What follows belongs to an exercise in optimizing a design on an open flow for small area; a production flow would make more cautious choices.
In this exercise RTL edits were held to simulation tests only and were not proved equivalent to the original.

==> design.v <==
package code_defs_pkg;
    typedef enum logic [1:0]
        { SYNC_DATA = 2'b10
        , SYNC_CTL = 2'b01
        } sync_t;
    typedef enum logic [7:0]
        { BT_IDLE = 8'h1e
        , BT_O4   = 8'h2d
        , BT_S4   = 8'h33
        , BT_O0S4 = 8'h66
        , BT_O0O4 = 8'h55
        , BT_S0   = 8'h78
        , BT_O0   = 8'h4b
        , BT_T0   = 8'h87
        , BT_T1   = 8'h99
        , BT_T2   = 8'haa
        , BT_T3   = 8'hb4
        , BT_T4   = 8'hcc
        , BT_T5   = 8'hd2
        , BT_T6   = 8'he1
        , BT_T7   = 8'hff
        } block_type_t;
    typedef enum logic [6:0]
        { CC_IDLE = 7'b00
        , CC_LPI = 7'h06
        , CC_ERROR = 7'h1e
        , CC_RES0 = 7'h2d
        , CC_RES1 = 7'h33
        , CC_RES2 = 7'h4b
        , CC_RES3 = 7'h55
        , CC_RES4 = 7'h66
        , CC_RES5 = 7'h78
        } control_code_t;
    typedef enum logic [3:0]
        { OC_SEQ = 4'h0
        , OC_SIG = 4'hf
        } o_code_t;
    typedef enum logic [7:0]
        { RS_IDLE = 8'h07
        , RS_LPI = 8'h06
        , RS_START = 8'hfb
        , RS_TERM = 8'hfd
        , RS_ERROR = 8'hfe
        , RS_OSEQ = 8'h9c
        , RS_RES0 = 8'h1c
        , RS_RES1 = 8'h3c
        , RS_RES2 = 8'h7c
        , RS_RES3 = 8'hbc
        , RS_RES4 = 8'hdc
        , RS_RES5 = 8'hf7
        , RS_OSIG = 8'h5c
        } rs_code_t;
    typedef enum logic [7:0]
        { MAC_PRE = 8'h55
        , MAC_SFD = 8'hd5
        } mac_code_t;
    function automatic logic [7:0] control_to_rs_code(logic [6:0] icode);
        case (icode)
            CC_IDLE:    control_to_rs_code = RS_IDLE;
            CC_LPI:     control_to_rs_code = RS_LPI;
            CC_ERROR:   control_to_rs_code = RS_ERROR;
            CC_RES0:    control_to_rs_code = RS_RES0;
            CC_RES1:    control_to_rs_code = RS_RES1;
            CC_RES2:    control_to_rs_code = RS_RES2;
            CC_RES3:    control_to_rs_code = RS_RES3;
            CC_RES4:    control_to_rs_code = RS_RES4;
            CC_RES5:    control_to_rs_code = RS_RES5;
            default: begin
                control_to_rs_code = RS_IDLE;
            end
        endcase
    endfunction
    function automatic logic [3:0] rs_to_cc_ocode (input logic [7:0] rs_code);
        rs_to_cc_ocode = rs_code == RS_OSEQ ? OC_SEQ : OC_SIG;
    endfunction
    function automatic logic [7:0] cc_to_rs_ocode (input logic [3:0] cc_ocode);
        cc_to_rs_ocode = cc_ocode == OC_SEQ ? RS_OSEQ : RS_OSIG;
    endfunction
endpackage
`timescale 1ns/1ps
`default_nettype none
module slicing_crc (
    input wire i_clk,
    input wire i_en,
    input wire i_continue,
    input wire [31:0] i_data,
    output logic [31:0] o_crc
);
    wire [31:0] x;
    wire [31:0] crc_next;
    assign x = (i_continue ? o_crc : 32'hFFFFFFFF) ^ i_data;
    wire t0 = x[0] ^ x[22];
    wire t1 = x[2] ^ x[7];
    wire t2 = x[3] ^ x[21];
    wire t3 = x[4] ^ t0;
    wire t4 = x[1] ^ x[23];
    wire t5 = x[16] ^ x[28];
    wire t6 = x[10] ^ x[26];
    wire t7 = x[11] ^ x[25];
    wire t8 = x[5] ^ x[31];
    wire t9 = x[14] ^ x[30];
    wire t10 = x[17] ^ x[29];
    wire t11 = x[6] ^ x[9];
    wire t12 = x[19] ^ x[27];
    wire t13 = x[15] ^ x[24];
    wire t14 = x[5] ^ x[8];
    wire t15 = x[20] ^ t1;
    wire t16 = x[13] ^ x[18];
    wire t17 = x[24] ^ x[27];
    wire t18 = x[0] ^ x[12];
    wire t19 = x[15] ^ t8;
    wire t20 = x[23] ^ t5;
    wire t21 = x[7] ^ x[25];
    wire t22 = t1 ^ t2;
    wire t23 = x[4] ^ x[11];
    wire t24 = t7 ^ t11;
    wire t25 = t3 ^ t9;
    wire t26 = x[26] ^ t16;
    wire t27 = x[12] ^ x[18];
    wire t28 = t4 ^ t6;
    wire t29 = x[8] ^ t3;
    wire t30 = t2 ^ t10;
    wire t31 = x[29] ^ t12;
    wire t32 = x[3] ^ x[10];
    wire t33 = t11 ^ t13;
    wire t34 = x[9] ^ x[14];
    wire t35 = x[30] ^ t26;
    wire t36 = t14 ^ t17;
    wire t37 = x[2] ^ x[20];
    wire t38 = x[31] ^ t6;
    wire t39 = x[6] ^ t4;
    wire t40 = t9 ^ t13;
    wire t41 = x[13] ^ t18;
    wire t42 = t15 ^ t39;
    wire t43 = t20 ^ t33;
    wire t44 = t7 ^ t27;
    wire t45 = x[25] ^ x[28];
    wire t46 = t24 ^ t28;
    wire t47 = x[2] ^ t19;
    wire t48 = x[3] ^ x[7];
    wire t49 = t16 ^ t21;
    wire t50 = t15 ^ t23;
    wire t51 = x[17] ^ t29;
    wire t52 = x[4] ^ x[19];
    wire t53 = x[6] ^ t25;
    wire t54 = t10 ^ t37;
    wire t55 = t12 ^ t28;
    wire t56 = x[28] ^ t2;
    wire t57 = x[3] ^ x[26];
    wire t58 = x[30] ^ t17;
    wire t59 = x[20] ^ x[31];
    wire t60 = t18 ^ t30;
    wire t61 = x[12] ^ t36;
    wire t62 = x[16] ^ t25;
    wire t63 = x[24] ^ t14;
    wire t64 = t22 ^ t38;
    wire t65 = x[8] ^ t56;
    wire t66 = x[12] ^ x[13];
    wire t67 = t0 ^ t10;
    wire t68 = x[13] ^ t23;
    wire t69 = x[19] ^ t19;
    wire t70 = t1 ^ t34;
    assign crc_next[0] = x[16] ^ t29 ^ t42 ^ t57;
    assign crc_next[1] = x[4] ^ x[9] ^ x[17] ^ t4 ^ t22 ^ t36;
    assign crc_next[2] = x[2] ^ x[18] ^ t3 ^ t11 ^ t32 ^ t45 ^ t63;
    assign crc_next[3] = x[5] ^ x[29] ^ t46 ^ t48 ^ t52;
    assign crc_next[4] = x[6] ^ x[30] ^ t6 ^ t50 ^ t61;
    assign crc_next[5] = x[7] ^ x[27] ^ t8 ^ t24 ^ t41 ^ t65;
    assign crc_next[6] = x[29] ^ t20 ^ t32 ^ t34 ^ t37 ^ t41;
    assign crc_next[7] = x[1] ^ x[10] ^ t30 ^ t40 ^ t68;
    assign crc_next[8] = t44 ^ t47 ^ t62;
    assign crc_next[9] = t15 ^ t51 ^ t66 ^ t69;
    assign crc_next[10] = x[5] ^ x[21] ^ t3 ^ t26 ^ t70;
    assign crc_next[11] = x[14] ^ x[15] ^ x[22] ^ t12 ^ t14 ^ t32 ^ t39;
    assign crc_next[12] = t43 ^ t50;
    assign crc_next[13] = x[10] ^ x[16] ^ t21 ^ t60 ^ t63;
    assign crc_next[14] = x[1] ^ t24 ^ t35 ^ t51;
    assign crc_next[15] = t8 ^ t27 ^ t55 ^ t70;
    assign crc_next[16] = x[7] ^ x[22] ^ t5 ^ t13 ^ t55 ^ t68;
    assign crc_next[17] = x[14] ^ t7 ^ t20 ^ t54 ^ t61;
    assign crc_next[18] = t33 ^ t35 ^ t45 ^ t60;
    assign crc_next[19] = x[1] ^ t31 ^ t38 ^ t49 ^ t62;
    assign crc_next[20] = x[11] ^ x[17] ^ t5 ^ t12 ^ t19 ^ t48 ^ t53;
    assign crc_next[21] = x[28] ^ t27 ^ t47 ^ t57 ^ t67;
    assign crc_next[22] = x[8] ^ x[22] ^ t15 ^ t31 ^ t35;
    assign crc_next[23] = x[0] ^ x[9] ^ x[23] ^ t9 ^ t12 ^ t59 ^ t65;
    assign crc_next[24] = x[8] ^ x[29] ^ t43 ^ t64;
    assign crc_next[25] = t46 ^ t54 ^ t58;
    assign crc_next[26] = x[28] ^ t44 ^ t58 ^ t64;
    assign crc_next[27] = x[31] ^ t5 ^ t7 ^ t31 ^ t41 ^ t42;
    assign crc_next[28] = x[21] ^ x[24] ^ t10 ^ t20 ^ t53 ^ t66;
    assign crc_next[29] = t4 ^ t8 ^ t40 ^ t49 ^ t67;
    assign crc_next[30] = x[3] ^ x[18] ^ x[22] ^ t21 ^ t40 ^ t52 ^ t59;
    assign crc_next[31] = x[1] ^ x[6] ^ x[25] ^ t0 ^ t22 ^ t69;
    always_ff @(posedge i_clk)
    if (i_en) begin
        o_crc <= crc_next;
    end
endmodule
`timescale 1ns/1ps
`default_nettype none
module scrambler #(
    parameter bit DESCRAMBLE = 0,
    localparam int DATA_WIDTH = 32
) (
    input wire i_clk,
    input wire i_reset,
    input wire i_init_done,
    input wire i_pause,
    input wire [DATA_WIDTH-1:0] i_data,
    output wire [DATA_WIDTH-1:0] o_data
);
    /*verilator lint_off UNUSED*/
    logic[127:0] scrambler_data;
    /*verilator lint_on UNUSED*/
    logic [127:0] next_scrambler_data;
    logic [95:0] next_scrambler_data_split;
    always_ff @(posedge i_clk) begin
        if (i_reset || !i_init_done) begin
            scrambler_data <= '1;
        end
        else if (!i_pause) begin
            scrambler_data <= next_scrambler_data;
        end
    end
    assign next_scrambler_data_split = {scrambler_data[DATA_WIDTH +: 128 - DATA_WIDTH]};
    assign next_scrambler_data = DESCRAMBLE ? {i_data, next_scrambler_data_split} :
                                                {o_data, next_scrambler_data_split};
    generate
        for (genvar gi = 0; gi < DATA_WIDTH; gi++) begin: l_assign_odata
            assign o_data[gi] = next_scrambler_data_split[(64-DATA_WIDTH) + 6+gi] ^ next_scrambler_data_split[(64-DATA_WIDTH) + 25+gi] ^ i_data[gi];
        end
    endgenerate
endmodule
`timescale 1ns/1ps
`default_nettype none
module rx_gearbox #(
    parameter bit REGISTER_OUTPUT = 1,
    localparam int DATA_WIDTH = 32,
    localparam int HEADER_WIDTH = 2,
    localparam int SEQUENCE_WIDTH = 6
) (
    input wire i_clk,
    input wire i_reset,
    input wire [DATA_WIDTH-1:0] i_data,
    input wire i_slip,
    output logic [DATA_WIDTH-1:0] o_data,
    output logic [HEADER_WIDTH-1:0] o_header,
    output logic o_data_valid,
    output logic o_header_valid,
    output wire o_next_second_word    
);
    logic [SEQUENCE_WIDTH-1:0] gearbox_seq;
    logic half_slip;
    always_ff @(posedge i_clk)
    if (i_reset) begin
        gearbox_seq <= '0;
        half_slip <= '0;
    end else begin
        if (!i_slip) begin
            gearbox_seq <= gearbox_seq < 32 ? gearbox_seq + 1 : '0;
        end
        if (i_slip) begin
            half_slip <= ~half_slip;
        end
    end
    logic [DATA_WIDTH-1:0] prev;
    logic prev2_msb;
    always_ff @(posedge i_clk)
    if (!i_slip) begin
        prev <= i_data;
        prev2_msb <= prev[DATA_WIDTH-1];
    end
    wire frame_word;
    wire [64:0] window;
    logic [4:0] start;
    wire [33:0] slice;
    assign frame_word = (half_slip) ? !gearbox_seq[0] && gearbox_seq != SEQUENCE_WIDTH'(32) :
                                      !gearbox_seq[0];
    always_comb begin
        logic [5:0] s1;
        s1 = half_slip ? gearbox_seq + 6'd1 : gearbox_seq - 6'd1;
        start = {s1[4:1], !half_slip};
    end
    assign window = {i_data, prev, prev2_msb};
    logic [40:0] sh_a;
    logic [34:0] sh_b;
    always_comb begin
        case (start[4:3])
            2'd0: sh_a = window[0 +: 41];
            2'd1: sh_a = window[8 +: 41];
            2'd2: sh_a = window[16 +: 41];
            default: sh_a = window[24 +: 41];
        endcase
        case (start[2:1])
            2'd0: sh_b = sh_a[0 +: 35];
            2'd1: sh_b = sh_a[2 +: 35];
            2'd2: sh_b = sh_a[4 +: 35];
            default: sh_b = sh_a[6 +: 35];
        endcase
    end
    assign slice = start[0] ? sh_b[1 +: 34] : sh_b[0 +: 34];
    wire odata_valid_int;
    wire oheader_valid_int;
    assign odata_valid_int = half_slip ? gearbox_seq != 31 : gearbox_seq != 0;
    assign oheader_valid_int = !frame_word && odata_valid_int;
    assign o_next_second_word = odata_valid_int && frame_word;
    always_ff @(posedge i_clk)
    if (i_reset) begin
        o_data_valid <= '0;
        o_header <= '0;
        o_header_valid <= '0;
    end else begin
        o_data_valid <= odata_valid_int;
        o_header <= (oheader_valid_int) ? slice[1:0] : o_header;
        o_header_valid <= oheader_valid_int;
    end
    always_ff @(posedge i_clk)
        o_data <= slice[33:2];
endmodule
`timescale 1ns/1ps
`default_nettype none
module lock_state(
    input wire i_clk,
    input wire i_reset,
    input wire [1:0] i_header,
    input wire i_valid,
    output wire o_slip
);
    typedef enum logic[2:0] { LOCK_INIT = 3'd0, RESET_CNT = 3'd1, TEST_SH = 3'd2,
        VALID_SH = 3'd4, INVALID_SH = 3'd5, SLIP = 3'd3} lock_state_t;
    lock_state_t state, next_state;
    logic [6:0] sh_cnt;
    logic [4:0] sh_invalid_cnt;
    wire sh_valid;
    wire cnt_64, inv_16, inv_zero;
    assign sh_valid = (i_header[1] ^ i_header[0]);
    assign o_slip = (state == SLIP);
    assign cnt_64 = sh_cnt[6];
    assign inv_16 = sh_invalid_cnt[4];
    assign inv_zero = sh_invalid_cnt == 0;
    always_ff @(posedge i_clk) begin
        if (i_reset) begin
            state <= LOCK_INIT;
        end else begin
            state <= next_state;
        end
    end
    always_comb begin
        case (state)
            LOCK_INIT: next_state = RESET_CNT;
            RESET_CNT: next_state = TEST_SH;
            TEST_SH: next_state = sh_valid ? VALID_SH : INVALID_SH;
            VALID_SH: begin
                if (cnt_64) begin
                    next_state = inv_zero ? LOCK_INIT : RESET_CNT;
                end else begin
                    next_state = sh_valid ? VALID_SH : INVALID_SH;
                end
            end
            INVALID_SH: begin
                if (cnt_64 && !inv_16) begin
                    next_state = RESET_CNT;
                end else if (inv_16) begin
                    next_state = SLIP;
                end else begin
                    next_state = sh_valid ? VALID_SH : INVALID_SH;
                end
            end
            default: next_state = RESET_CNT;   
        endcase
    end
    always_ff @(posedge i_clk) begin
        if (state == RESET_CNT) begin
            sh_cnt <= 0;
            sh_invalid_cnt <= 0;
        end else if (state[2] && i_valid) begin
            sh_cnt <= sh_cnt + 1;
            if (state[0]) begin
                sh_invalid_cnt <= sh_invalid_cnt + 1;
            end
        end
    end
endmodule
`timescale 1ns/1ps
`default_nettype none
import code_defs_pkg::*;
module decoder #(
    localparam int DATA_WIDTH = 32,
    localparam int DATA_NBYTES = DATA_WIDTH / 8
) (
    input wire i_reset,
    input wire i_rxc,
    input wire [DATA_WIDTH-1:0] i_rxd,
    input wire [1:0] i_rx_header,
    input wire i_rx_data_valid,
    input wire i_rx_header_valid,
    input wire i_next_decode,      
    output wire [DATA_WIDTH-1:0] o_rxd,
    output wire [DATA_NBYTES-1:0] o_rxctl
);
    logic [DATA_WIDTH-1:0] rxd_q;
    wire output_decode_frame;
    assign output_decode_frame = !i_rx_header_valid && i_rx_data_valid;
    always_ff @(posedge i_rxc) begin
        if (i_rx_data_valid && (output_decode_frame || i_next_decode)) begin
            rxd_q <= i_rxd;
        end
    end
    function automatic logic [7:0] cc_map(input logic [6:0] icode);
        case (icode)
            CC_IDLE:    cc_map = RS_IDLE;
            CC_LPI:     cc_map = RS_LPI;
            CC_ERROR:   cc_map = RS_ERROR;
            CC_RES0:    cc_map = RS_RES0;
            CC_RES1:    cc_map = RS_RES1;
            CC_RES2:    cc_map = RS_RES2;
            CC_RES3:    cc_map = RS_RES3;
            CC_RES4:    cc_map = RS_RES4;
            CC_RES5:    cc_map = RS_RES5;
            default:    cc_map = RS_IDLE;
        endcase
    endfunction
    wire is_data = i_rx_header == SYNC_DATA;
    wire [7:0] bt = rxd_q[7:0];
    wire t_idle = !is_data && bt == BT_IDLE;
    wire t_o4   = !is_data && bt == BT_O4;
    wire t_s4   = !is_data && bt == BT_S4;
    wire t_o0s4 = !is_data && bt == BT_O0S4;
    wire t_o0o4 = !is_data && bt == BT_O0O4;
    wire t_s0   = !is_data && bt == BT_S0;
    wire t_o0   = !is_data && bt == BT_O0;
    wire [7:0] t_term;    
    assign t_term[0] = !is_data && bt == BT_T0;
    assign t_term[1] = !is_data && bt == BT_T1;
    assign t_term[2] = !is_data && bt == BT_T2;
    assign t_term[3] = !is_data && bt == BT_T3;
    assign t_term[4] = !is_data && bt == BT_T4;
    assign t_term[5] = !is_data && bt == BT_T5;
    assign t_term[6] = !is_data && bt == BT_T6;
    assign t_term[7] = !is_data && bt == BT_T7;
    wire t_known = is_data | t_idle | t_o4 | t_s4 | t_o0s4 | t_o0o4 | t_s0 | t_o0 | (|t_term);
    typedef enum logic [3:0] {
        C_RAW = 4'd0,    
        C_MAP = 4'd1,    
        C_O4  = 4'd2,    
        C_FB  = 4'd3,    
        C_OCA = 4'd4,    
        C_T4  = 4'd5,
        C_T5  = 4'd6,
        C_T6  = 4'd7,
        C_T7  = 4'd8,
        C_ERR = 4'd9     
    } hi_class_t;
    hi_class_t cls, cls_q;
    always_comb begin
        if (is_data || t_s0) cls = C_RAW;
        else if (t_idle || t_o0 || t_term[0] || t_term[1] || t_term[2] || t_term[3]) cls = C_MAP;
        else if (t_o4) cls = C_O4;
        else if (t_s4 || t_o0s4) cls = C_FB;
        else if (t_o0o4) cls = C_OCA;
        else if (t_term[4]) cls = C_T4;
        else if (t_term[5]) cls = C_T5;
        else if (t_term[6]) cls = C_T6;
        else if (t_term[7]) cls = C_T7;
        else cls = C_ERR;
    end
    always_ff @(posedge i_rxc) begin
        if (i_reset) begin
            cls_q <= C_RAW;
        end else if (output_decode_frame) begin
            cls_q <= cls;
        end
    end
    function automatic logic [7:0] lo_sel(input int l, input logic is_data, input logic t_idle,
            input logic t_o4, input logic t_s4, input logic t_o0s4, input logic t_o0o4,
            input logic t_s0, input logic t_o0, input logic [7:0] t_term, input logic t_known);
        logic s_raw, s_shf, s_map, s_fb, s_fd, s_oca, s_ocb;
        s_raw = is_data || (l >= 1 && (t_o0s4 || t_o0o4 || t_o0 || t_s0));
        s_shf = 1'b0;
        s_fd = 1'b0;
        s_map = t_idle || t_o4 || t_s4;
        for (int n = 0; n < 8; n++) begin
            if (l < n) s_shf = s_shf || t_term[n];
            if (l == n) s_fd = s_fd || t_term[n];
            if (l > n) s_map = s_map || t_term[n];
        end
        s_fb = (l == 0 && t_s0);
        s_oca = (l == 0 && (t_o0s4 || t_o0));
        s_ocb = (l == 0 && t_o0o4);
        lo_sel = {s_raw, s_shf, s_map, s_fb, s_fd, s_oca, s_ocb, !t_known};
    endfunction
    function automatic logic [7:0] hi_sel(input int l, input hi_class_t c);
        logic s_raw, s_shf, s_map, s_fb, s_fd, s_oca, s_ocb;
        s_raw = c == C_RAW || (l >= 1 && (c == C_O4 || c == C_FB || c == C_OCA));
        s_map = c == C_MAP || (l >= 1 && c == C_T4) || (l >= 2 && c == C_T5) || (l >= 3 && c == C_T6);
        s_shf = (l < 1 && c == C_T5) || (l < 2 && c == C_T6) || (l < 3 && c == C_T7);
        s_fd = (l == 0 && c == C_T4) || (l == 1 && c == C_T5) || (l == 2 && c == C_T6) || (l == 3 && c == C_T7);
        s_fb = l == 0 && c == C_FB;
        s_oca = l == 0 && c == C_OCA;
        s_ocb = l == 0 && c == C_O4;
        hi_sel = {s_raw, s_shf, s_map, s_fb, s_fd, s_oca, s_ocb, c == C_ERR};
    endfunction
    wire hi = !output_decode_frame;
    wire [63:0] lo_bits = {i_rxd, rxd_q};
    wire [3:0] oc_a_src = hi ? rxd_q[3:0] : i_rxd[3:0];
    wire [3:0] oc_b_src = hi ? rxd_q[7:4] : i_rxd[7:4];
    wire [7:0] oc_a = oc_a_src == OC_SEQ ? RS_OSEQ : RS_OSIG;
    wire [7:0] oc_b = oc_b_src == OC_SEQ ? RS_OSEQ : RS_OSIG;
    logic [31:0] rxd_out;
    logic [3:0] ctl_out;
    always_comb begin
        for (int j = 0; j < 4; j++) begin
            logic [7:0] sel;
            logic s_raw, s_shf, s_map, s_fb, s_fd, s_oca, s_ocb, s_err;
            logic [7:0] raw, shf;
            logic [6:0] code;
            sel = hi ? hi_sel(j, cls_q) :
                       lo_sel(j, is_data, t_idle, t_o4, t_s4, t_o0s4, t_o0o4, t_s0, t_o0, t_term, t_known);
            {s_raw, s_shf, s_map, s_fb, s_fd, s_oca, s_ocb, s_err} = sel;
            raw = rxd_q[8*j +: 8];
            shf = (j < 3) ? rxd_q[8*j+8 +: 8] : i_rxd[7:0];
            code = hi ? rxd_q[4 + 7*j +: 7] : lo_bits[8 + 7*j +: 7];
            rxd_out[8*j +: 8] = ({8{s_raw}} & raw) | ({8{s_shf}} & shf) |
                                ({8{s_map}} & cc_map(code)) |
                                ({8{s_fb}} & RS_START) | ({8{s_fd}} & RS_TERM) |
                                ({8{s_oca}} & oc_a) | ({8{s_ocb}} & oc_b) |
                                ({8{s_err}} & RS_ERROR);
            ctl_out[j] = s_err || s_map || s_fb || s_fd || s_oca || s_ocb;
        end
    end
    assign o_rxd = rxd_out;
    assign o_rxctl = ctl_out;
endmodule
`timescale 1ns/1ps
`default_nettype none
import code_defs_pkg::*;
module rx_mac #(
    localparam int DATA_WIDTH = 32,
    localparam int DATA_NBYTES = DATA_WIDTH / 8
) (
    input wire i_reset,
    input wire i_clk,
    input wire [DATA_WIDTH-1:0] i_xgmii_rxd,
    input wire [DATA_NBYTES-1:0] i_xgmii_rxc,
    input wire i_phy_rx_valid,
    output logic [DATA_WIDTH-1:0] m00_axis_tdata,
    output logic [DATA_NBYTES-1:0] m00_axis_tkeep,
    output logic m00_axis_tvalid,
    output logic m00_axis_tlast,
    output logic m00_axis_tuser
);
    logic in_frame;      
    logic next_in_frame;
    logic sfd_found_del;
    logic prev_full;     
    wire sfd_found;
    wire [DATA_NBYTES-1:0] term_loc;
    wire term_found;
    wire ctl_found;
    wire data_invalid;
    wire frame_end;
    logic [DATA_NBYTES-1:0] tkeep;
    logic fcs_ok;
    generate for (genvar gi = 0; gi < DATA_NBYTES; gi++) begin: l_term_loc
        assign term_loc[gi] = i_phy_rx_valid && i_xgmii_rxc[gi] && i_xgmii_rxd[gi*8 +: 8] == RS_TERM;
    end endgenerate
    assign term_found = |term_loc;
    assign ctl_found = |i_xgmii_rxc;
    assign data_invalid = (i_xgmii_rxc[3] && i_xgmii_rxd[31:24] == RS_ERROR) ||
                          (i_xgmii_rxc[2] && i_xgmii_rxd[23:16] == RS_ERROR) ||
                          (i_xgmii_rxc[1] && i_xgmii_rxd[15: 8] == RS_ERROR) ||
                          (i_xgmii_rxc[0] && i_xgmii_rxd[ 7: 0] == RS_ERROR);
    assign sfd_found = i_phy_rx_valid && (i_xgmii_rxd == {{3{8'h55}}, RS_START}) && (i_xgmii_rxc == 4'b1);
    assign frame_end = i_phy_rx_valid && ctl_found;
    assign next_in_frame = in_frame ? !frame_end : sfd_found;
    always_comb begin
        case (1'b1)
            term_loc[0]: tkeep = 4'b0000;
            term_loc[1]: tkeep = 4'b0001;
            term_loc[2]: tkeep = 4'b0011;
            term_loc[3]: tkeep = 4'b0111;
            default: tkeep = 4'b1111;
        endcase
    end
    always_ff @(posedge i_clk)
    if (i_reset) begin
        in_frame <= 1'b0;
        m00_axis_tvalid <= 1'b0;
    end else begin
        in_frame <= next_in_frame;
        m00_axis_tvalid <= in_frame && i_phy_rx_valid && !data_invalid && !sfd_found_del;
    end
    always_ff @(posedge i_clk) begin
        m00_axis_tlast <= frame_end;
        m00_axis_tuser <= fcs_ok;
        m00_axis_tdata <= i_xgmii_rxd;
        m00_axis_tkeep <= tkeep;
        if (i_phy_rx_valid) begin
            sfd_found_del <= sfd_found;
            prev_full <= in_frame && !sfd_found_del && !term_found;
        end
    end
    wire [31:0] crc;
    slicing_crc u_rx_crc (
        .i_clk(i_clk),
        .i_en(i_phy_rx_valid),
        .i_continue(in_frame && prev_full),
        .i_data(i_xgmii_rxd),
        .o_crc(crc)
    );
    always_comb begin
        case (1'b1)
            term_loc[0]: fcs_ok = crc == 32'hDEBB20E3;
            term_loc[1]: fcs_ok = crc == ({24'd0, i_xgmii_rxd[7:0]} ^ 32'h00BE26ED);
            term_loc[2]: fcs_ok = crc == ({16'd0, i_xgmii_rxd[15:0]} ^ 32'hBE26ED00);
            term_loc[3]: fcs_ok = crc == ({8'd0, i_xgmii_rxd[23:0]} ^ 32'h2DFD1072);
            default: fcs_ok = 1'b0;
        endcase
    end
endmodule
`timescale 1ns/1ps
`default_nettype none
import code_defs_pkg::*;
module eth_rx (
    input wire i_clk,
    input wire i_reset,
    input wire [31:0] i_xver_rx_data,
    output logic [31:0] m00_axis_tdata,
    output logic [3:0] m00_axis_tkeep,
    output logic m00_axis_tvalid,
    output logic m00_axis_tlast,
    output logic m00_axis_tuser
);
    wire [31:0] rx_gearbox_data_out, rx_descrambled_data;
    wire [1:0] rx_header;
    wire rx_data_valid, rx_header_valid, rx_next_second_word;
    wire rx_gearbox_slip;
    wire [31:0] rx_decoded_data;
    wire [3:0] rx_decoded_ctl;
    rx_gearbox #(.REGISTER_OUTPUT(1))
    u_rx_gearbox (
        .i_clk(i_clk),
        .i_reset(i_reset),
        .i_data(i_xver_rx_data),
        .i_slip(rx_gearbox_slip),
        .o_data(rx_gearbox_data_out),
        .o_header(rx_header),
        .o_data_valid(rx_data_valid),
        .o_header_valid(rx_header_valid),
        .o_next_second_word(rx_next_second_word)
    );
    lock_state u_lock_state(
        .i_clk(i_clk),
        .i_reset(i_reset),
        .i_header(rx_header),
        .i_valid(rx_header_valid),
        .o_slip(rx_gearbox_slip)
    );
    scrambler #(
        .DESCRAMBLE(1)
    ) u_descrambler(
        .i_clk(i_clk),
        .i_reset(i_reset),
        .i_init_done(!i_reset),
        .i_pause(!rx_data_valid),
        .i_data(rx_gearbox_data_out),
        .o_data(rx_descrambled_data)
    );
    decoder u_decoder(
        .i_reset(i_reset),
        .i_rxc(i_clk),
        .i_rxd(rx_descrambled_data),
        .i_rx_header(rx_header),
        .i_rx_data_valid(rx_data_valid),
        .i_rx_header_valid(rx_header_valid),
        .i_next_decode(rx_next_second_word),
        .o_rxd(rx_decoded_data),
        .o_rxctl(rx_decoded_ctl)
    );
    logic [31:0] xgmii_rx_data;
    logic [3:0] xgmii_rx_ctl;
    logic phy_rx_valid;
    always_ff @(posedge i_clk)
    if (i_reset) begin
        phy_rx_valid <= '0;
    end else begin
        phy_rx_valid <= rx_data_valid;
    end
    always_ff @(posedge i_clk) begin
        xgmii_rx_data <= rx_decoded_data;
        xgmii_rx_ctl <= rx_decoded_ctl;
    end
    rx_mac u_rx (
        .i_reset(i_reset),
        .i_clk(i_clk),
        .i_xgmii_rxd(xgmii_rx_data),
        .i_xgmii_rxc(xgmii_rx_ctl),
        .i_phy_rx_valid(phy_rx_valid),
        .m00_axis_tdata(m00_axis_tdata),
        .m00_axis_tkeep(m00_axis_tkeep),
        .m00_axis_tvalid(m00_axis_tvalid),
        .m00_axis_tlast(m00_axis_tlast),
        .m00_axis_tuser(m00_axis_tuser)
    );
endmodule
==> flow/run.sh <==
#!/bin/bash
# Layout flow: the standard flow (standard.sh, the ORFS make targets), with
#  - ABC run with an area-oriented mapping script (flow/abc_speed.script:
#    choice-based structural rewriting and area-recovering mapping, no
#    buffering/upsizing; the repair steps after placement fix any timing);
#    everything else in synthesis is the standard one, so the registers
#    are the standard synthesis's;
#  - CTS without dummy load cells;
#  - the smallest buffer on every input and output port.
# Each tool's log is in orfs/logs/; this script's own output is in flow.log.
set -euo pipefail
W=$(pwd)
{
  echo "copying ORFS scripts to $W/scripts_mod"
  rm -rf "$W/scripts_mod"
  cp -r "$FLOW_HOME/scripts" "$W/scripts_mod"
  cp "$W/flow/abc_speed.script" "$W/scripts_mod/abc_speed.script"
  bash "$W/standard.sh" \
    "SCRIPTS_DIR=$W/scripts_mod" \
    "CTS_ARGS=-sink_clustering_enable -repair_clock_nets -dont_use_dummy_load -buf_list sky130_fd_sc_hd__clkbuf_8 -sink_clustering_size 20 -sink_clustering_max_diameter 60" \
    "BUFFER_PORTS_ARGS=-buffer_cell sky130_fd_sc_hd__buf_1" \
    finish
} > "$W/flow.log" 2>&1
==> flow/abc_speed.script <==
&get -n
&st
&dch -f
&nf -R 1000
&st
&dch -f
&nf -R 1000
&st
&dch -f
&nf -R 1000
&st
&dch -f
&nf -R 1000
&put
topo
stime -c
dnsize -c
==> standard.sh <==
#!/bin/bash
# synth_recipe.tcl (not shown) runs the flow's synth.tcl, then flattens the netlist and writes it again
# the make line also repeats each setting of config.mk as NAME=value (left out here)
make -C /OpenROAD-flow-scripts/flow DESIGN_CONFIG=/design/flow/config.mk WORK_HOME=/design/flow/orfs CLKGATE_MAP_FILE= SYNTH_SCRIPT=/design/flow/synth_recipe.tcl "${@:-finish}"
==> config.mk <==
export PLATFORM = sky130hd
export DESIGN_NAME = eth_rx
export DESIGN_NICKNAME = eth_rx
export VERILOG_FILES = /design/flow/design.v
export SDC_FILE = /design/flow/constraint.sdc
export NUM_CORES = 4
export LEC_CHECK = 0
export CAP_MARGIN = 0
export CORE_MARGIN = 2
export CORE_UTILIZATION = 40
export CTS_BUF_LIST = sky130_fd_sc_hd__clkbuf_8
export CTS_CLUSTER_DIAMETER = 60
export CTS_CLUSTER_SIZE = 20
export SLEW_MARGIN = 0
==> constraint.sdc <==
create_clock -name core_clock -period 6.5 [get_ports {i_clk}]
set_input_delay 1.3000 -clock core_clock [delete_from_list [all_inputs] [get_ports {i_clk}]]
set_output_delay 1.3000 -clock core_clock [all_outputs]
set_load 0.01 [all_outputs]
==> impl_metrics.env, run 1 <==
export IMPL_fp_coreArea_sq_um=39640
export IMPL_status="no timing/DRC/antenna violations"
export IMPL_cts_setup_buffers=0
export IMPL_antenna_found_initial=0
export IMPL_grt_max_degree=118
export IMPL_grt_pass1_wl_microns=74420
export IMPL_crit_chain="buf_4, fa_1, nand2b_1, a21oi_1, xnor2_4, buf_4, nor2b_2, a222oi_1, o21ai_0, a21oi_1, a21oi_1, a21oi_1, a221oi_1"
export IMPL_worstPathRequired_ns=6.99
export IMPL_yosysSeqAreaShare=0.4315
export IMPL_synth_seq_cells=296
export IMPL_drc=0
export IMPL_fin_tns_setup_ns=0
export IMPL_period_share=0.7369
export IMPL_grt_overflow=0
export IMPL_drive_above_1_share=0.03736
export IMPL_fp_dieW_microns=204.2
export IMPL_die_y_microns=204.2
export IMPL_synth_distinct_cells=63
export IMPL_dieArea_sq_um=41690
export IMPL_ys_async_sr_fraction=0
export IMPL_viasPerCell=5.728
export IMPL_cts_tree="yes"
export IMPL_slowest_delay_ns=0.91
export IMPL_synth_most_common_cell="xnor2_1"
export IMPL_drt_total_wl_microns=48330
export IMPL_cts_buffers=29
export IMPL_syn2layout_area_growth_pct=9.952
export IMPL_cts_resized=0
export IMPL_finalClockSkew_ns=0.1071
export IMPL_start_util=0.4044
export IMPL_cp_start_kind="flip-flop"
export IMPL_crit_buf_inv=2
export IMPL_reg2reg_depth=13
export IMPL_cts_buffer_depth=3
export IMPL_place_ws_ns=1.867
export IMPL_maxCapViolCount=0
export IMPL_gpl_final_weighted_congestion=0.9369
export IMPL_cp_depth=13
export IMPL_synth_cells=1688
export IMPL_synth_edf_count=99
export IMPL_maxSlewHeadroom=0.2191
export IMPL_cts_htree_levels=1
export IMPL_dr_pass1_iters=9
export IMPL_min_period_ns=4.790
export IMPL_fmax_ghz=0.2088
export IMPL_tightest_slew_ns=1.166
export IMPL_dr_total_vias=13430
export IMPL_n_antenna_cell=0
export IMPL_netlist_top_cells_count="xnor2_1, dfxtp_1, nor2_1"
export IMPL_cp_max_fo=51
export IMPL_ant_nets=0
export IMPL_mappedNetlistNets=1732
export IMPL_clk_pin_slew_ns=0.09
export IMPL_ctsHoldBuffers=0
export IMPL_setup_viol=0
export IMPL_num_rows=73
export IMPL_end_kind="flip-flop"
export IMPL_whs_path_depth=0
export IMPL_cp_slowest_cell="nor2b_2"
export IMPL_insertion_delay_ns=0.66
export IMPL_worst_path_most_repeated_cell="a21oi_1"
export IMPL_root_buffer="clkbuf_8"
export IMPL_rsz0062_at_grt="no"
export IMPL_setup_slack_ns=1.710
export IMPL_worstSetupPathType="flip-flop to flip-flop"
export IMPL_first_iter_violations=1309
export IMPL_hold_viol=0
export IMPL_yosysTopAreaCellShare=0.2460
export IMPL_r2r_slack_ns=1.71
export IMPL_hold_ws_ns=0.3987
export IMPL_drv_slew=0
export IMPL_grt_pass1_vias=12720
export IMPL_synth_area_per_cell_sq_um=9.496
export IMPL_fin_nets=1866
export IMPL_io_buffers=72
export IMPL_dpl_hpwl_microns=37410
export IMPL_synth_area_leaders="dfxtp_1, edfxtp_1, xnor2_1"
export IMPL_synthFlopType="dfxtp_1"
export IMPL_ys_warn_count=7
export IMPL_utilization=0.4446
export IMPL_grt_usage=0.2288
export IMPL_synth_area_sq_um=16030
export IMPL_wl_per_cell_microns=20.61
export IMPL_arrival_ns=5.28
export IMPL_ios=73
export IMPL_crit_family="compound AO/OA/AOI/OAI gates"
export IMPL_cts_sinks=296
export IMPL_hold_path_class="flip-flop to flip-flop"
export IMPL_synth_area_leader_cell="dfxtp_1"
==> state kept, by name, summed over array words and instances (netlist names), 5 cells and up <==
register	cells
u_rx_gearbox.gearbox_seq	6
u_rx_gearbox.o_data	32
u_decoder.rxd_q	32
u_descrambler.scrambler_data	58
u_lock_state.sh_invalid_cnt	5
u_lock_state.sh_cnt	7
u_rx_gearbox.prev	32
u_rx.u_rx_crc.o_crc	32
xgmii_rx_data	32
u_rx.m00_axis_tdata	32
==> area by class of cell <==
| cell class | count | area (sq um) |
|---|---|---|
| clock buffer | 29 | 399.1 |
| fill | 3848 | 22020 |
| inverter | 21 | 78.83 |
| multi-input combinational | 1371 | 9064 |
| sequential | 296 | 6922 |
| tap | 525 | 656.9 |
| timing repair buffer | 103 | 504.2 |
==> kinds of logic (layout without fill, tap and decap cells) <==
family / Yosys count / in the layout / share of synthesized area
compound gates: 401 / 401 / 0.1714
buf+inv: 21 / 153 / 0.004918
xor+xnor: 304 / 304 / 0.1661
flops: 296 / 296 / 0.4315
fa+ha+maj: 10 / 10 / 0.008274
mux: 38 / 38 / 0.02396
simple gates: 618 / 618 / 0.1938
==> cell usage in the layout (no fill, tap or decap), types with 6 or more instances in the layout <==
master / n
mux2i_1: 35
nand2b_1: 21
a211o_1: 59
and3_1: 14
or3_1: 10
and2_0: 14
xor2_1: 74
nor3_1: 48
nor2_1: 173
nor4_1: 20
a22oi_1: 40
edfxtp_1: 99
nand4b_1: 7
a222oi_1: 25
a221o_1: 8
o21ai_0: 78
nand3b_1: 6
or2_0: 10
xnor2_1: 229
a221oi_1: 17
nor2b_1: 70
and4_1: 7
dfxtp_1: 195
a21oi_1: 104
nand2_1: 128
ha_1: 9
nor3b_1: 6
a31oi_1: 8
clkinv_1: 21
nand3_1: 32
buf_1: 71
o22ai_1: 8
o211ai_1: 9
o221ai_1: 6
clkbuf_8: 29
buf_4: 31
nand4_1: 32
==> metal layers <==
metal | share of wire | vias up | wire (microns) | GRT usage
li1 | - | 6490 | - | -
met1 | 0.46 | 6353 | 22150 | 0.3175
met2 | 0.45 | 507 | 21890 | 0.3726
met3 | 0.061 | 82 | 2970 | 0.02982
met4 | 0.027 | 0 | 1326 | 0.06651
met5 | 0 | - | 0 | 0
==> stage by stage <==
step | instance area (sq um) | std cells
floorplan | 16040 | 1688
global placement | 17230 | 2316
detailed placement | 17230 | 2316
CTS | 17620 | 2345
global route | 17620 | 2345
finish | 17620 | 2345
==> worst paths after layout <==
check	startpoint	to
max reg2reg	u_rx_gearbox.half_slip	u_rx_gearbox.o_header[0]
min reg2reg	xgmii_rx_data[27]	u_rx.m00_axis_tdata[27]
min	xgmii_rx_data[27]	u_rx.m00_axis_tdata[27]
max	u_rx_gearbox.half_slip	u_rx_gearbox.o_header[0]
==> inputs of run 2 (changes only) <==
--- a/flow/abc_speed.script
+++ b/flow/abc_speed.script
@@ -12,6 +12,9 @@
 &dch -f
 &nf -R 1000
 &put
+strash
+dch -f
+amap -m
 topo
 stime -c
 dnsize -c
--- a/config.mk
+++ b/config.mk
@@ -11,4 +11,5 @@
 export CTS_BUF_LIST = sky130_fd_sc_hd__clkbuf_8
 export CTS_CLUSTER_DIAMETER = 60
 export CTS_CLUSTER_SIZE = 20
+export GPL_TIMING_DRIVEN = 0
 export SLEW_MARGIN = 0
==> run 2 against run 1 <==
Still clean. Register-to-register slack worse by 1.1 ns. Global-route usage up 2.5 points. Area after synthesis down 0.98%. Count of clock-buffer cells in the layout down 3. Flip-flop and latch count unchanged. Non-clock buffer count down 22. Synthesized cell count up 19%. Sequential share of layout area up 0.52 points. Critical endpoint is now u_rx.u_rx_crc.o_crc[19].
==> impl_metrics.env, run 2 <==
export IMPL_synth_most_common_cell="clkinv_1"
export IMPL_dr_pass1_iters=6
export IMPL_maxCapViolCount=0
export IMPL_fin_tns_setup_ns=0
export IMPL_cts_tree="yes"
export IMPL_worstPathRequired_ns=6.82
export IMPL_synth_distinct_cells=54
export IMPL_regMostFlops="u_descrambler.scrambler_data"
export IMPL_ys_async_sr_fraction=0
export IMPL_hold_path_class="flip-flop to flip-flop"
export IMPL_fp_dieW_microns=203.2
export IMPL_viasPerCell=6.070
export IMPL_whs_path_depth=0
export IMPL_dieArea_sq_um=41290
export IMPL_finalClockSkew_ns=0.07177
export IMPL_maxSlewHeadroom=0.2425
export IMPL_setup_viol=0
export IMPL_drc=0
export IMPL_arrival_ns=6.21
export IMPL_synth_seq_cells=296
export IMPL_yosysSeqAreaShare=0.4358
export IMPL_gr_usage_met3=0.04874
export IMPL_tightest_slew_ns=1.133
export IMPL_setup_slack_ns=0.6140
export IMPL_hold_viol=0
export IMPL_busiest_layer="met2"
export IMPL_synth_area_sq_um=15870
export IMPL_die_y_microns=203.2
export IMPL_mappedNetlistNets=2055
export IMPL_layout_commonest_cell="clkinv_1"
export IMPL_cts_buffer_depth=3
export IMPL_fp_coreArea_sq_um=38920
export IMPL_end_kind="flip-flop"
export IMPL_final_cell_mix="clkinv_1, nor2_1, o22ai_1"
export IMPL_cts_sinks=296
export IMPL_gpl_final_weighted_congestion=0.9597
export IMPL_status="no timing/DRC/antenna violations"
export IMPL_postPlaceCellArea_sq_um=16910
export IMPL_io_buffers=72
export IMPL_root_buffer="clkbuf_8"
export IMPL_cp_max_fo=31
export IMPL_wl_per_cell_microns=20.35
export IMPL_grt_pass1_vias=14390
export IMPL_cts_htree_levels=1
export IMPL_worstSetupPathType="flip-flop to flip-flop"
export IMPL_synth_area_leader_cell="dfxtp_1"
export IMPL_synth_edf_count=99
export IMPL_synth_cells=2011
export IMPL_netlist_top_cells_count="clkinv_1, nor2_1, o22ai_1"
export IMPL_syn2layout_area_growth_pct=9.593
export IMPL_dpl_hpwl_microns=41030
export IMPL_synth_area_leaders="dfxtp_1, edfxtp_1, o22ai_1"
export IMPL_grt_util_met1=0.3616
export IMPL_n_antenna_cell=0
export IMPL_ios=73
export IMPL_cp_start_kind="flip-flop"
export IMPL_grt_overflow=0
export IMPL_ys_warn_count=7
export IMPL_drt_total_wl_microns=53740
export IMPL_fin_nets=2169
export IMPL_antenna_found_initial=1
export IMPL_ant_nets=0
export IMPL_rsz0062_at_grt="no"
export IMPL_period_share=0.9055
export IMPL_insertion_delay_ns=0.62
export IMPL_utilization=0.4470
export IMPL_clk_pin_slew_ns=0.11
export IMPL_num_rows=72
export IMPL_globalRouteMet2Util=0.3836
export IMPL_grt_usage=0.2535
export IMPL_synth_area_per_cell_sq_um=7.893
export IMPL_reg2reg_depth=14
export IMPL_largest_reg_flops=58
export IMPL_place_ws_ns=-1.192
export IMPL_first_iter_violations=2054
export IMPL_min_period_ns=5.886
export IMPL_drv_slew=0
export IMPL_grt_max_degree=61
export IMPL_fmax_ghz=0.1699
export IMPL_grt_pass1_wl_microns=82080
export IMPL_start_util=0.4079
export IMPL_cts_buffers=26
export IMPL_dr_total_vias=16030
export IMPL_drive_above_1_share=0.02873
export IMPL_stdcell_area_sq_um=17400
export IMPL_yosysTopAreaCellShare=0.2485
export IMPL_synthFlopType="dfxtp_1"
==> run 2: cell type report <==
class                   instances  area, sq um
fillers                      3906        21520
multi-input cells            1389         7819
flip-flops and latches        296         6923
inverters                     330         1252
well taps                     518        648.1
repair buffers                 81        390.4
clock buffers                  26        357.8
repair inverters                1        5.005
==> run 2: cell families after synthesis <==
group / count (synthesis) / share of synthesized area
simple gates: 646 / 0.1784
buf+inv: 330 / 0.07804
fa+ha+maj: 10 / 0.008356
compound gates: 722 / 0.2956
flops: 296 / 0.4358
xor+xnor: 7 / 0.003863
==> run 2: worst max-delay path: stages (launching register included) <==
cell	delay, ns
edfxtp_1	0.37
nand2_1	0.83
clkinvlp_4	0.63
o22ai_1	0.81
clkinv_1	0.41
o22ai_1	0.45
clkinv_1	0.20
o22ai_1	0.38
clkinv_1	0.24
o22ai_1	0.43
clkinv_1	0.16
o22ai_1	0.30
nor2_1	0.08
a21oi_1	0.16
o21ai_0	0.13
==> run 2: repair_timing <==
action                                  in CTS  in global routing
buffers inserted                             0                  2
endpoints found under the setup margin      70                 58
resized for setup                            6                  7
gates cloned                                 2                  3
hold buffers                                 0                  0
pin swaps                                    1                  2
==> run 2: final timing paths <==
| check | end | startpoint | slack (ns) |
|---|---|---|---|
| max reg2reg | u_rx.u_rx_crc.o_crc[19] | u_rx.prev_full | 0.61 |
| min reg2reg | u_rx.m00_axis_tdata[13] | xgmii_rx_data[13] | 0.36 |
| min | u_rx.m00_axis_tdata[13] | xgmii_rx_data[13] | 0.36 |
| max | u_rx.u_rx_crc.o_crc[19] | u_rx.prev_full | 0.61 |
==> run 2: metrics by stage <==
step,hold WS [ns],std cells
CTS,0.3705,2634
finish,0.3646,2641
global route,0.3763,2641
global placement,0.3505,2601
detailed placement,0.3546,2606
floorplan,0.3380,2011
==> run 2: per-layer routing <==
layer,up-vias,wire (microns),share of wire
li1,7794,-,-
met3,128,5245,0.098
met1,7293,23970,0.45
met2,817,22600,0.42
met4,0,1925,0.036
met5,-,0,0
==> inputs of run 3 (changes only) <==
--- a/flow/run.sh
+++ b/flow/run.sh
@@ -1,10 +1,11 @@
 #!/bin/bash
 # Layout flow: the standard flow (standard.sh, the ORFS make targets), with
-#  - ABC run with an area-oriented mapping script (flow/abc_speed.script:
-#    choice-based structural rewriting and area-recovering mapping, no
-#    buffering/upsizing; the repair steps after placement fix any timing);
-#    everything else in synthesis is the standard one, so the registers
-#    are the standard synthesis's;
+#  - ABC run with an area-oriented script (flow/abc_speed.script): AIG
+#    resynthesis (&deepsyn), choice-based rewriting with area-recovering
+#    mapping (&dch/&nf), then area-only standard-cell mapping (amap); no
+#    buffering/upsizing in ABC, the repair steps after placement fix timing.
+#    Everything else in synthesis is the standard one, so the registers are
+#    the standard synthesis's;
 #  - CTS without dummy load cells;
 #  - the smallest buffer on every input and output port.
 # Each tool's log is in orfs/logs/; this script's own output is in flow.log.
==> flow/abc_speed.script (replaced) <==
&get -n
&st
&deepsyn -T 60
&dch -f
&nf -R 1000
&st
&dch -f
&nf -R 1000
&st
&dch -f
&nf -R 1000
&st
&dch -f
&nf -R 1000
&put
topo
stime -c
dnsize -c
--- a/config.mk
+++ b/config.mk
@@ -11,5 +11,4 @@
 export CTS_BUF_LIST = sky130_fd_sc_hd__clkbuf_8
 export CTS_CLUSTER_DIAMETER = 60
 export CTS_CLUSTER_SIZE = 20
-export GPL_TIMING_DRIVEN = 0
 export SLEW_MARGIN = 0
==> run 3 against run 2 <==
First-iteration DRC count fell by 34%. Register-to-register slack improved by 0.95 ns. Cell count fell by 14%. Still clean on timing, DRC and antenna.
==> impl_metrics.env, run 3 <==
export IMPL_dr_pass1_iters=9
export IMPL_synth_most_common_cell="xnor2_1"
export IMPL_synth_seq_cells=296
export IMPL_ant_nets=0
export IMPL_maxCapViolCount=0
export IMPL_fillers=3816
export IMPL_synth_area_sq_um=15550
export IMPL_end_kind="flip-flop"
export IMPL_regMostFlops="u_descrambler.scrambler_data"
export IMPL_grt_overflow=0
export IMPL_hold_path_class="flip-flop to flip-flop"
export IMPL_synth_cells=1631
export IMPL_ys_async_sr_fraction=0
export IMPL_ios=73
export IMPL_synth_edf_count=99
export IMPL_postPlaceCellArea_sq_um=16650
export IMPL_fp_coreArea_sq_um=38560
export IMPL_drive_above_1_share=0.03082
export IMPL_finalClockSkew_ns=0.1107
export IMPL_netlist_top_cells_count="xnor2_1, dfxtp_1, nor2_1"
export IMPL_grt_usage=0.2223
export IMPL_root_buffer="clkbuf_8"
export IMPL_drt_total_wl_microns=45960
export IMPL_gpl_final_weighted_congestion=0.9817
export IMPL_stdcell_area_sq_um=17030
export IMPL_mappedNetlistNets=1675
export IMPL_cts_tree="yes"
export IMPL_n_antenna_cell=0
export IMPL_maxSlewHeadroom=0.2401
export IMPL_fp_dieW_microns=201.2
export IMPL_start_util=0.4034
export IMPL_utilization=0.4416
export IMPL_fin_tns_setup_ns=0
export IMPL_cts_buffers=27
export IMPL_antenna_found_initial=0
export IMPL_rsz0062_at_grt="no"
export IMPL_post_layout_nonfiller_instances=2270
export IMPL_reg2reg_depth=10
export IMPL_r2r_slack_ns=1.56
export IMPL_yosysTopAreaCellShare=0.2535
export IMPL_synth_area_per_cell_sq_um=9.537
export IMPL_hold_viol=0
export IMPL_status="no timing/DRC/antenna violations"
export IMPL_hp_start="xgmii_rx_data[6]"
export IMPL_worstPathRequired_ns=6.95
export IMPL_setup_viol=0
export IMPL_ctsHoldBuffers=0
export IMPL_cts_sinks=296
export IMPL_grt_pass1_vias=12300
export IMPL_r2r_end="u_rx_gearbox.o_data[30]"
export IMPL_drv_slew=0
export IMPL_r2r_start="u_rx_gearbox.half_slip"
export IMPL_cts_htree_levels=1
export IMPL_min_period_ns=4.939
export IMPL_dieArea_sq_um=40480
export IMPL_clk_pin_slew_ns=0.11
export IMPL_insertion_delay_ns=0.63
export IMPL_ys_warn_count=7
export IMPL_synth_area_leaders="dfxtp_1, edfxtp_1, xnor2_1"
export IMPL_tightest_slew_ns=1.137
export IMPL_drc=0
export IMPL_final_cell_mix="xnor2_1, dfxtp_1, nor2_1"
export IMPL_synthFlopType="dfxtp_1"
export IMPL_yosysSeqAreaShare=0.4447
export IMPL_viasPerCell=5.804
export IMPL_grt_pass1_wl_microns=71860
export IMPL_dr_total_vias=13180
export IMPL_cts_setup_buffers=0
export IMPL_dpl_hpwl_microns=35300
export IMPL_die_y_microns=201.2
export IMPL_worstSetupPathType="flip-flop to flip-flop"
export IMPL_placedCellCount=2243
export IMPL_cp_endpoint="u_rx_gearbox.o_data[30]"
export IMPL_syn2layout_area_growth_pct=9.452
export IMPL_crit_start="u_rx_gearbox.half_slip"
export IMPL_num_rows=72
export IMPL_period_share=0.7599
export IMPL_layout_commonest_cell="xnor2_1"
export IMPL_wl_per_cell_microns=20.24
export IMPL_cp_max_fo=61
export IMPL_cts_buffer_depth=3
export IMPL_first_iter_violations=1352
export IMPL_grt_max_degree=62
export IMPL_io_buffers=72
export IMPL_fmax_ghz=0.2025
export IMPL_synth_area_leader_cell="dfxtp_1"
export IMPL_cts_resized=0
export IMPL_arrival_ns=5.39
export IMPL_largest_reg_flops=58
export IMPL_cp_start_kind="flip-flop"
export IMPL_fin_nets=1798
export IMPL_synth_distinct_cells=58
==> run 3: cell types whose count changed after synthesis, moves of 26 or more <==
cell,previous run,this run
xor2_1,6,83
xnor2_1,1,231
clkinv_1,330,17
o22a_1,14,59
o21ai_0,89,59
o22ai_1,258,47
mux2i_1,0,42
a21oi_1,170,91
o221ai_1,77,11
nand3_1,22,48
nand2b_1,2,30
nor2_1,322,192
==> run 3: cells by family after synthesis <==
kind of cell / after synthesis / synth area share
AO/OA/AOI/OAI: 379 / 0.1645
XOR/XNOR: 314 / 0.1768
adder cells (fa/ha/maj): 10 / 0.008527
buffers and inverters: 17 / 0.004102
flip-flops: 296 / 0.4447
multiplexers: 43 / 0.02775
AND/OR/NAND/NOR: 572 / 0.1737
==> run 3: stage by stage <==
step	setup slack (ns)	hold slack, ns
2_1_floorplan	0.8531	0.3672
3_3_place_gp	1.822	0.4409
3_5_place_dp	1.678	0.4371
4_1_cts	1.646	0.3423
5_1_grt	1.045	0.3400
6_report	1.561	0.3258
==> run 3: area by class of cell <==
cell class,instances,area [sq um],share of cell area
Timing Repair Buffer,94,435.4,0.02558
Sequential cell,296,6918,0.4063
Inverter,17,63.81,0.003748
Clock buffer,27,371.6,0.02183
Tap cell,518,648.1,0.03807
Multi-Input combinational cell,1318,8588,0.5044
==> run 3: critical path: stages (launching register included) <==
cell,delay [ns]
dfxtp_2,0.33
buf_4,0.46
clkinv_1,0.53
ha_1,0.53
a21oi_1,0.13
xnor2_1,0.72
nand2_1,0.71
o221ai_1,0.71
o21ai_0,0.15
a211oi_1,0.36
o21ai_0,0.17
==> run 3: routing by layer <==
layer / routed length, microns / GRT usage
met1: 20680 / 0.3164
met2: 20380 / 0.3536
met3: 3727 / 0.03207
met4: 1164 / 0.05909
met5: 0 / 0
==> run 3: worst min-delay path by stage <==
stage / end / slack, ns / cells past startpoint
final: u_rx.m00_axis_tdata[6] / 0.33 / 0
after global routing: u_rx.m00_axis_tdata[6] / 0.34 / 0
after CTS: u_rx.m00_axis_tdata[6] / 0.34 / 0
after detailed placement: u_rx.m00_axis_tdata[5] / 0.44 / 0
after global placement: u_rx.m00_axis_tdata[5] / 0.44 / 0
after floorplan: u_rx.m00_axis_tdata[24] / 0.37 / 0
==> inputs of run 4 (changes only) <==
--- a/flow/abc_speed.script
+++ b/flow/abc_speed.script
@@ -13,6 +13,9 @@
 &dch -f
 &nf -R 1000
 &put
+strash
+dch -f
+amap -m
 topo
 stime -c
 dnsize -c
==> run 4 against run 3 <==
Still clean on timing, DRC and antenna. Count of clock-buffer cells in the layout is 1 lower. Fmax is 6.9% lower. Cell count is 12% higher. Area after synthesis is 0.96% lower. Worst hold slack better by 0.080 ns. Die area is 0.94% lower. Wire length is 25% higher. First-iteration DRC count is 35% higher. Largest cell class unchanged.
==> impl_metrics.env, run 4 <==
export IMPL_ant_nets=0
export IMPL_slowest_delay_ns=0.73
export IMPL_grt_pass1_vias=13810
export IMPL_layout_commonest_cell="nor2_1"
export IMPL_ys_async_sr_fraction=0
export IMPL_io_buffers=72
export IMPL_min_period_ns=5.308
export IMPL_rsz0062_at_grt="no"
export IMPL_cts_buffer_depth=3
export IMPL_ios=73
export IMPL_synth_seq_cells=296
export IMPL_first_iter_violations=1820
export IMPL_gpl_final_weighted_congestion=0.9356
export IMPL_synth_area_leaders="dfxtp_1, edfxtp_1, o22ai_1"
export IMPL_synth_most_common_cell="nor2_1"
export IMPL_worstSetupPathType="flip-flop to flip-flop"
export IMPL_antenna_found_initial=1
export IMPL_drive_above_1_share=0.02951
export IMPL_ctsHoldBuffers=0
export IMPL_start_util=0.4081
export IMPL_n_antenna_cell=0
export IMPL_maxSlewHeadroom=0.2718
export IMPL_hold_ws_ns=0.4060
export IMPL_mappedNetlistNets=1948
export IMPL_cp_start_kind="flip-flop"
export IMPL_drc=0
export IMPL_maxCapViolCount=0
export IMPL_synth_area_sq_um=15410
export IMPL_multiInputGateArea_sq_um=7575
export IMPL_postPlaceCellArea_sq_um=16550
export IMPL_yosysTopAreaCellShare=0.2560
export IMPL_status="no timing/DRC/antenna violations"
export IMPL_worstPathRequired_ns=6.99
export IMPL_synth_compound_area_frac=0.3045
export IMPL_regMostFlops="u_descrambler.scrambler_data"
export IMPL_grt_max_degree=59
export IMPL_cts_htree_levels=1
export IMPL_arrival_ns=5.79
export IMPL_grt_usage=0.2762
export IMPL_hold_viol=0
export IMPL_post_layout_nonfiller_instances=2544
export IMPL_insertion_delay_ns=0.64
export IMPL_cts_resized=0
export IMPL_crit_chain="buf_4, clkinv_1, buf_4, ha_1, clkinv_1, nor2_1, nor2_1, a21oi_1, a31oi_1, buf_4, clkinv_1, nor2_1, clkinv_1, o22ai_1, nor3_1, a21oi_1, nor2_1, a311oi_1, o22ai_1"
export IMPL_fp_coreArea_sq_um=37760
export IMPL_synthFlopType="dfxtp_1"
export IMPL_wl_per_cell_microns=22.57
export IMPL_period_share=0.8166
export IMPL_cts_setup_buffers=0
export IMPL_finalClockSkew_ns=0.09577
export IMPL_num_rows=71
export IMPL_syn2layout_area_growth_pct=9.778
export IMPL_fmax_ghz=0.1884
export IMPL_ys_warn_count=7
export IMPL_synth_area_per_cell_sq_um=8.091
export IMPL_cts_buffers=26
export IMPL_synth_distinct_cells=49
export IMPL_cts_tree="yes"
export IMPL_die_y_microns=200.3
export IMPL_drt_total_wl_microns=57420
export IMPL_setup_viol=0
export IMPL_root_buffer="clkbuf_8"
export IMPL_dr_pass1_iters=6
export IMPL_yosysSeqAreaShare=0.4490
export IMPL_synth_xor_area_share=0.003411
export IMPL_hold_path_class="flip-flop to flip-flop"
export IMPL_regArea_sq_um=6918
export IMPL_synth_edf_count=99
export IMPL_drv_slew=0
export IMPL_grt_overflow=0
export IMPL_synth_simple_gate_area_share=0.1749
export IMPL_fin_tns_setup_ns=0
export IMPL_dr_total_vias=15580
export IMPL_clk_pin_slew_ns=0.12
export IMPL_placedCellCount=2518
export IMPL_tightest_slew_ns=1.088
export IMPL_stdcell_area_sq_um=16910
export IMPL_yosys_area_share_adder=0.008609
export IMPL_final_cell_mix="nor2_1, o22ai_1, clkinv_1"
export IMPL_viasPerCell=6.123
export IMPL_muxShareOfSynthArea=0
export IMPL_crit_family="buffers and inverters"
export IMPL_synth_cells=1904
export IMPL_fp_dieW_microns=200.3
export IMPL_fin_nets=2079
export IMPL_synth_area_leader_cell="dfxtp_1"
export IMPL_grt_pass1_wl_microns=86260
export IMPL_cp_max_fo=40
export IMPL_cp_slowest_cell="nor2_1"
export IMPL_fillers=3842
export IMPL_crit_buf_inv=7
export IMPL_end_kind="flip-flop"
export IMPL_dieArea_sq_um=40100
export IMPL_synth_top_family_by_area="compound AO/OA/AOI/OAI gates"
export IMPL_netlist_top_cells_count="nor2_1, o22ai_1, clkinv_1"
export IMPL_largest_reg_flops=58
export IMPL_dpl_hpwl_microns=45090
export IMPL_cts_sinks=296
[run 4: cell types whose count changed after synthesis, sizes merged, moves of 29 or more]
cell,before,now
a21oi,91,167
o22ai,47,279
a22oi,33,4
xor2,83,5
xnor2,231,1
nand2b,30,0
nor2,192,331
clkinv,17,245
o22a,59,89
mux2i,42,0
[run 4: stage by stage]
step / setup slack [ns] / util
after CTS: 1.273 / 0.4480
after global placement: 1.402 / 0.4385
after global routing: 0.6804 / 0.4480
after detailed placement: 1.307 / 0.4385
final: 1.192 / 0.4480
after floorplan: 0.5609 / -
[run 4: cells by family after synthesis]
kind of cell | Yosys count
buffers and inverters | 245
AND/OR/NAND/NOR | 620
adder cells (fa/ha/maj) | 10
flip-flops | 296
AO/OA/AOI/OAI | 727
XOR/XNOR | 6
[run 4: area by class of cell]
type                    count  share of cell area
multi-input cells        1363              0.4479
repair buffers            103             0.02974
clock buffers              26             0.02116
flip-flops and latches    296              0.4090
well taps                 511             0.03780
inverters                 245             0.05438
[run 4: worst register-to-register path, stage by stage (launching register included)]
cell	delay (ns)
dfxtp_1	0.32
buf_4	0.36
clkinv_1	0.16
buf_4	0.28
ha_1	0.34
clkinv_1	0.07
nor2_1	0.04
nor2_1	0.12
a21oi_1	0.05
a31oi_1	0.16
buf_4	0.23
clkinv_1	0.37
nor2_1	0.73
clkinv_1	0.71
o22ai_1	0.36
nor3_1	0.14
a21oi_1	0.25
nor2_1	0.06
a311oi_1	0.29
o22ai_1	0.13
[run 4: path summary, 6_finish.rpt]
check,start,depth (start not counted),endpoint,slack (ns)
setup / recovery,u_rx_gearbox.half_slip,19,u_rx_gearbox.o_data[3],1.19
hold reg to reg,xgmii_rx_data[2],0,u_rx.m00_axis_tdata[2],0.41
hold / removal,xgmii_rx_data[2],0,u_rx.m00_axis_tdata[2],0.41
setup reg to reg,u_rx_gearbox.half_slip,19,u_rx_gearbox.o_data[3],1.19
[run 4: per-layer routing]
| metal | global-route usage | part of all wire | vias up |
|---|---|---|---|
| li1 | - | - | 7465 |
| met1 | 0.4235 | 0.48 | 7211 |
| met2 | 0.4136 | 0.42 | 804 |
| met3 | 0.03140 | 0.075 | 98 |
| met4 | 0.06323 | 0.024 | 0 |
| met5 | 0 | 0 | - |

## afterwards: timing with drivers on the ports
Ports are ideal in the flow. The routed layouts listed here were re-timed in OpenROAD. Step 1 assumes that a clkbuf_16 drives the clock port and a buf_2 every other input. Step 2 moves the port delays by t, midway between the first and last clock arrival at a register: inputs arrive t later, outputs are due t later. That takes back most of the time a late clock gives input paths. Slacks: no drivers / after step 1 / after step 2; pairs: no drivers / after step 1.
run | t, ns | slack for setup (ns) | hold slack, ns
run 1 | 0.654 | 1.710 / 1.710 / 1.710 | 0.399 / 0.399 / 0.399
run 2 | 0.634 | 0.614 / 0.614 / 0.614 | 0.365 / 0.365 / 0.365
run 3 | 0.627 | 1.561 / 1.561 / 1.561 | 0.326 / 0.326 / 0.326
run 4 | 0.640 | 1.192 / 1.192 / 1.192 | 0.406 / 0.406 / 0.406
After both steps setup and hold are still met in every run listed.
